This is an optimization exercise on Yosys and OpenROAD, whose aim is small area and a short achievable clock period, not a production implementation. At most, simulation tests tie the RTL to the original design; equivalence was not proved.

==> flow/design.v (excerpt) <==
module cpu( 
    input clk,                           
    input RST,                           
    output [23:0] AB,                    
    output sync,                         
    input [7:0] DI,                      
    output reg [7:0] DO,                 
    output WE,                           
    input IRQ,                           
    input NMI,                           
    input RDY,                           
    input debug );                       
 parameter
    SYNC  = 6'd0,
    IMM0  = 6'd1,
    PHA0  = 6'd2,
    PLA0  = 6'd3,
    ZPG0  = 6'd4,
    DATA  = 6'd5,
    ABS0  = 6'd6,
    ABS1  = 6'd7,
    BRA0  = 6'd8,
    JSR0  = 6'd9,
    JSR1  = 6'd10,
    JSR2  = 6'd11,
    RTS0  = 6'd12,
    RTS1  = 6'd13,
    RTS2  = 6'd14,
    JMP0  = 6'd15,
    JMP1  = 6'd16,
    IDX0  = 6'd17,
    IDX1  = 6'd18,
    IDX2  = 6'd19,
    BRK0  = 6'd20,
    BRK1  = 6'd21,
    BRK2  = 6'd22,
    BRK3  = 6'd23,
    RTI0  = 6'd24,
    IND0  = 6'd25,
    IND1  = 6'd26,
    ZPW0  = 6'd27,
    ABW0  = 6'd28,
    ABW1  = 6'd29,
    RMW0  = 6'd30,
    RMW1  = 6'd31,
    BRK4  = 6'd32,
    JMPW  = 6'd33,
    INDW  = 6'd34,
    ABSW  = 6'd35,
    ABWW  = 6'd36,
  ...
For scale: about 3100 cells after synthesis, roughly 210 flip-flops, roughly 48 I/O pins, roughly 0.020 mm2 of cells after synthesis.
Settings: LEC_CHECK=0, ABC_AREA=1, CAP_MARGIN=20, CORE_MARGIN=2, CORE_UTILIZATION=40, CTS_BUF_LIST=sky130_fd_sc_hd__clkbuf_8, PLACE_DENSITY=0.6, SETUP_SLACK_MARGIN=4, SLEW_MARGIN=20; clock period 11.0 ns.
run.sh (not shown) runs the stock make flow with config.mk's settings and CLKGATE_MAP_FILE= SYNTH_SCRIPT=/design/flow/synth_recipe.tcl, a recipe that flattens the netlist after the stock synthesis.
==> next run, changes <==
--- a/flow/design.v
+++ b/flow/design.v
@@ -636,25 +636,25 @@
 wire [7:0] OP_next = sync ? IR : OP;
 always @(posedge clk)
     OP <= OP_next;
 wire [24:0] op_dec = dec( OP, PREFIX[0] );      
 wire [18:0] control = op_dec[24:6];
 wire [1:0] ins_type = control[18:17];
 wire adc_sbc = (ins_type == FLAG_ADD);
 wire cmp     = (ins_type == FLAG_CMP);
 wire bit_isn = (ins_type == FLAG_BIT);
 wire store = control[16];
 wire load = control[15];
 wire [1:0] reg_dst = control[12:11];
-wire [8:0] alu_op = control[10:2];
+reg [8:0] alu_op;                        
 wire shift = alu_op[8];
 wire clc = (OP == 8'h18);
 wire sec = (OP == 8'h38);
 wire cld = (OP == 8'hD8);
 wire sed = (OP == 8'hF8);
 wire cli = (OP == 8'h58);
 wire sei = (OP == 8'h78);
 wire rti = (OP == 8'h40);
 wire clv = (OP == 8'hB8);
 wire php = (OP == 8'h08) || (OP == 8'h00);
 wire plp = (OP == 8'h28);
 wire txs = (OP == 8'h9A);
@@ -797,24 +797,25 @@
     bs_D24 <= ~nbus_op[5] & (nbus_op[4:3] == 2'b10) & nABWDTH;
     bs_D16 <= ~nbus_op[5] & (nbus_op[4:3] == 2'b10) & ~nABWDTH;
     bs_H   <= ~nbus_op[5] & (nbus_op[4:3] == 2'b11);
     ab_x   <= nbus_op[2:1];
     ab_h   <= nbus_op[10:9];
     ab_ci  <= nbus_op[0];
     ab_bra <= (next_state == BRA0);
     ix_X   <= (nidx == SEL_X);
     ix_Y   <= (nidx == SEL_Y);
     src_X  <= (nop_dec[20:19] == SEL_X);
     src_Y  <= (nop_dec[20:19] == SEL_Y);
     src_A  <= (nop_dec[20:19] == SEL_A);
+    alu_op <= nop_dec[16:8];
 end
 wire [23:0] R = ({24{src_X}} & XR) | ({24{src_Y}} & YR) | ({24{src_A}} & AR);
 wire [8:0] XY = ({9{ix_X}} & XR[8:0]) | ({9{ix_Y}} & YR[8:0]);
 reg [23:0] R_IN;
 reg [23:0] MEM;
 reg [23:0] alu_ai;
 reg [23:0] alu_bi;
 reg alu_ci;
 reg alu_si;
 reg [23:0] alu_out;
 reg alu_C, alu_N, alu_V;
 wire alu_Z = (alu_out == 24'h000000);
@@ -926,26 +927,28 @@
     input [1:0] n;
     if( w == R_08 ) bytesel = x[7:0];
     else if( w == R_16 ) bytesel = (n == 2'd1) ? x[7:0] : x[15:8];
     else bytesel = (n == 2'd2) ? x[7:0] : (n == 2'd1) ? x[15:8] : x[23:16];
 endfunction
 reg [8:0] rmw_in;
 always @*
     case( RWDTH )
         R_16: rmw_in = { DR[0], D3 };
         R_24: rmw_in = { D3[0], D4 };
         default: rmw_in = { 1'b0, DR };
     endcase
-wire [7:0] rmw_inc = rmw_in[7:0] + 8'h01;
-wire [7:0] rmw_dec = rmw_in[7:0] - 8'h01;
+wire [23:0] rmw_ones = allones( { 16'h0000, rmw_in[7:0] } );
+wire [23:0] rmw_zeros = allones( { 16'h0000, ~rmw_in[7:0] } );
+wire [7:0] rmw_inc = rmw_in[7:0] ^ rmw_ones[7:0];
+wire [7:0] rmw_dec = rmw_in[7:0] ^ rmw_zeros[7:0];
 reg [7:0] rmw_lo;                        
 reg [7:0] rmw_hi;                        
 always @*
     case( OP[7:5] )
         3'b000:  begin rmw_lo = { rmw_in[6:0], 1'b0 }; rmw_hi = 8'h00; end      
         3'b001:  begin rmw_lo = { rmw_in[6:0], C };    rmw_hi = 8'h00; end      
         3'b010:  begin rmw_lo = rmw_in[8:1];           rmw_hi = 8'h00; end      
         3'b011:  begin rmw_lo = rmw_in[8:1];           rmw_hi = { C, 7'h00 }; end   
         3'b110:  begin rmw_lo = rmw_dec;               rmw_hi = (DR == 8'h00) ? 8'hff : 8'h00; end   
         default: begin rmw_lo = rmw_inc;               rmw_hi = 8'h00; end      
     endcase
 wire [7:0] do_reg = bytesel( R, RWDTH, RBYTES );
What happened:
- The new run passed the timing, DRC and antenna checks
- fmax rises by 1.4%
- flip-flop and latch count rises by 9
- cell count rises by 0.33%
- via count rises by 2.2%
- count of clock-buffer cells in the layout falls by 2
- synthesized area rises by 2.0%
- die area rises by 2.0%
- global-route usage falls by 0.35 points
Function was not checked in any run of this note: the RTL went through the layout flow alone.

========
cpu, a different RTL version from the one above (not shown whole).
For scale: ~3200 cells after synthesis, roughly 48 I/O pins, about 0.021 mm² of cells after synthesis.
clock: 11.0 ns
lec_check: 0
abc_area: 1
cap_margin: 20
core_margin: 2
core_utilization: 40
cts_buf_list: sky130_fd_sc_hd__clkbuf_8
place_density: 0.6
setup_slack_margin: 4
slew_margin: 20
Next try:
--- a/flow/design.v
+++ b/flow/design.v
@@ -655,23 +655,27 @@
 wire sei = (OP == 8'h78);
 wire rti = (OP == 8'h40);
 wire clv = (OP == 8'hB8);
 wire php = (OP == 8'h08) || (OP == 8'h00);
 wire plp = (OP == 8'h28);
 wire txs = (OP == 8'h9A);
 wire variation = (OP == 8'h0F);
-reg bc_N, bc_V, bc_C, bc_Z, bc_inv;
-always @(posedge clk) begin
-    bc_N   <= (OP_next[7:6] == 2'b00);
-    bc_V   <= (OP_next[7:6] == 2'b01);
-    bc_C   <= (OP_next[7:5] == 3'b101) | (OP_next[7:4] == 4'b1001);
-    bc_Z   <= (OP_next[7:6] == 2'b11);
-    bc_inv <= ~OP_next[5];
-end
-wire cond = bc_inv ^ ((bc_N & N) | (bc_V & V) | (bc_C & C) | (bc_Z & Z));
+reg cond;
+always @*
+    casez( OP[7:4] )
+        4'b000?: cond = ~N;
+        4'b001?: cond =  N;
+        4'b010?: cond = ~V;
+        4'b011?: cond =  V;
+        4'b1000: cond =  1;
+        4'b1001: cond = ~C;
+        4'b101?: cond =  C;
+        4'b110?: cond = ~Z;
+        4'b111?: cond =  Z;
+    endcase
 wire [20:0] bus_op = busop( state, rti, cond, DI[7] );
 wire [10:0] ab_op = bus_op[10:0];
 wire [1:0] we_op = bus_op[12:11];
 wire dr_di = bus_op[13];
 wire [2:0] do_op = bus_op[16:14];
 wire pull = bus_op[19];
 wire push = bus_op[20];
Effect: Cell count came out lower by 2.7%; via count fell by about 3%; worst setup slack improved by 0.059 ns; hold slack got worse by 0.020 ns; utilization fell by 0.24 points; routed wire length goes down by 2.9%; non-clock buffer count falls by 6; area after synthesis shrinks by 1.4%; sequential share of layout area is higher by 0.20 points.
The RTL of the first run of this note was laid out without a check of its function.

-- separate check: timing with driven ports --
In the flow no input, the clock included, has a driving cell. The finished layouts below were timed again as built, in two steps.
Step 1: set_driving_cell puts a clkbuf_16 on clk and a buf_2 on each other input, an assumption about the parent block.
Step 2, shift: input delay + t, output delay - t, t = (earliest + latest rising clock arrival at the registers) / 2. This alone moves slack from input paths to output paths.
Three values: ideal ports, drivers, drivers and shift; two values: the first two.
| run | shift t [ns] | setup slack, ns | hold slack, ns |
|---|---|---|---|
| the first run of note 1 | 0.655 | 3.988 / 3.969 / 3.313 | 0.486 / 0.486 / 0.486 |
| the second run of note 1 | 0.688 | 4.082 / 4.059 / 4.059 | 0.496 / 0.496 / 0.496 |
| the first run of note 2 | 0.668 | 4.070 / 4.048 / 4.048 | 0.482 / 0.482 / 0.482 |
| the second run of note 2 | 0.677 | 4.128 / 4.106 / 4.106 | 0.463 / 0.463 / 0.463 |
After both steps setup and hold are still met in every run listed. The setup slack of the first run of note 1, which loses most, moves by -0.019 ns with the drivers and by -0.675 ns with both steps.
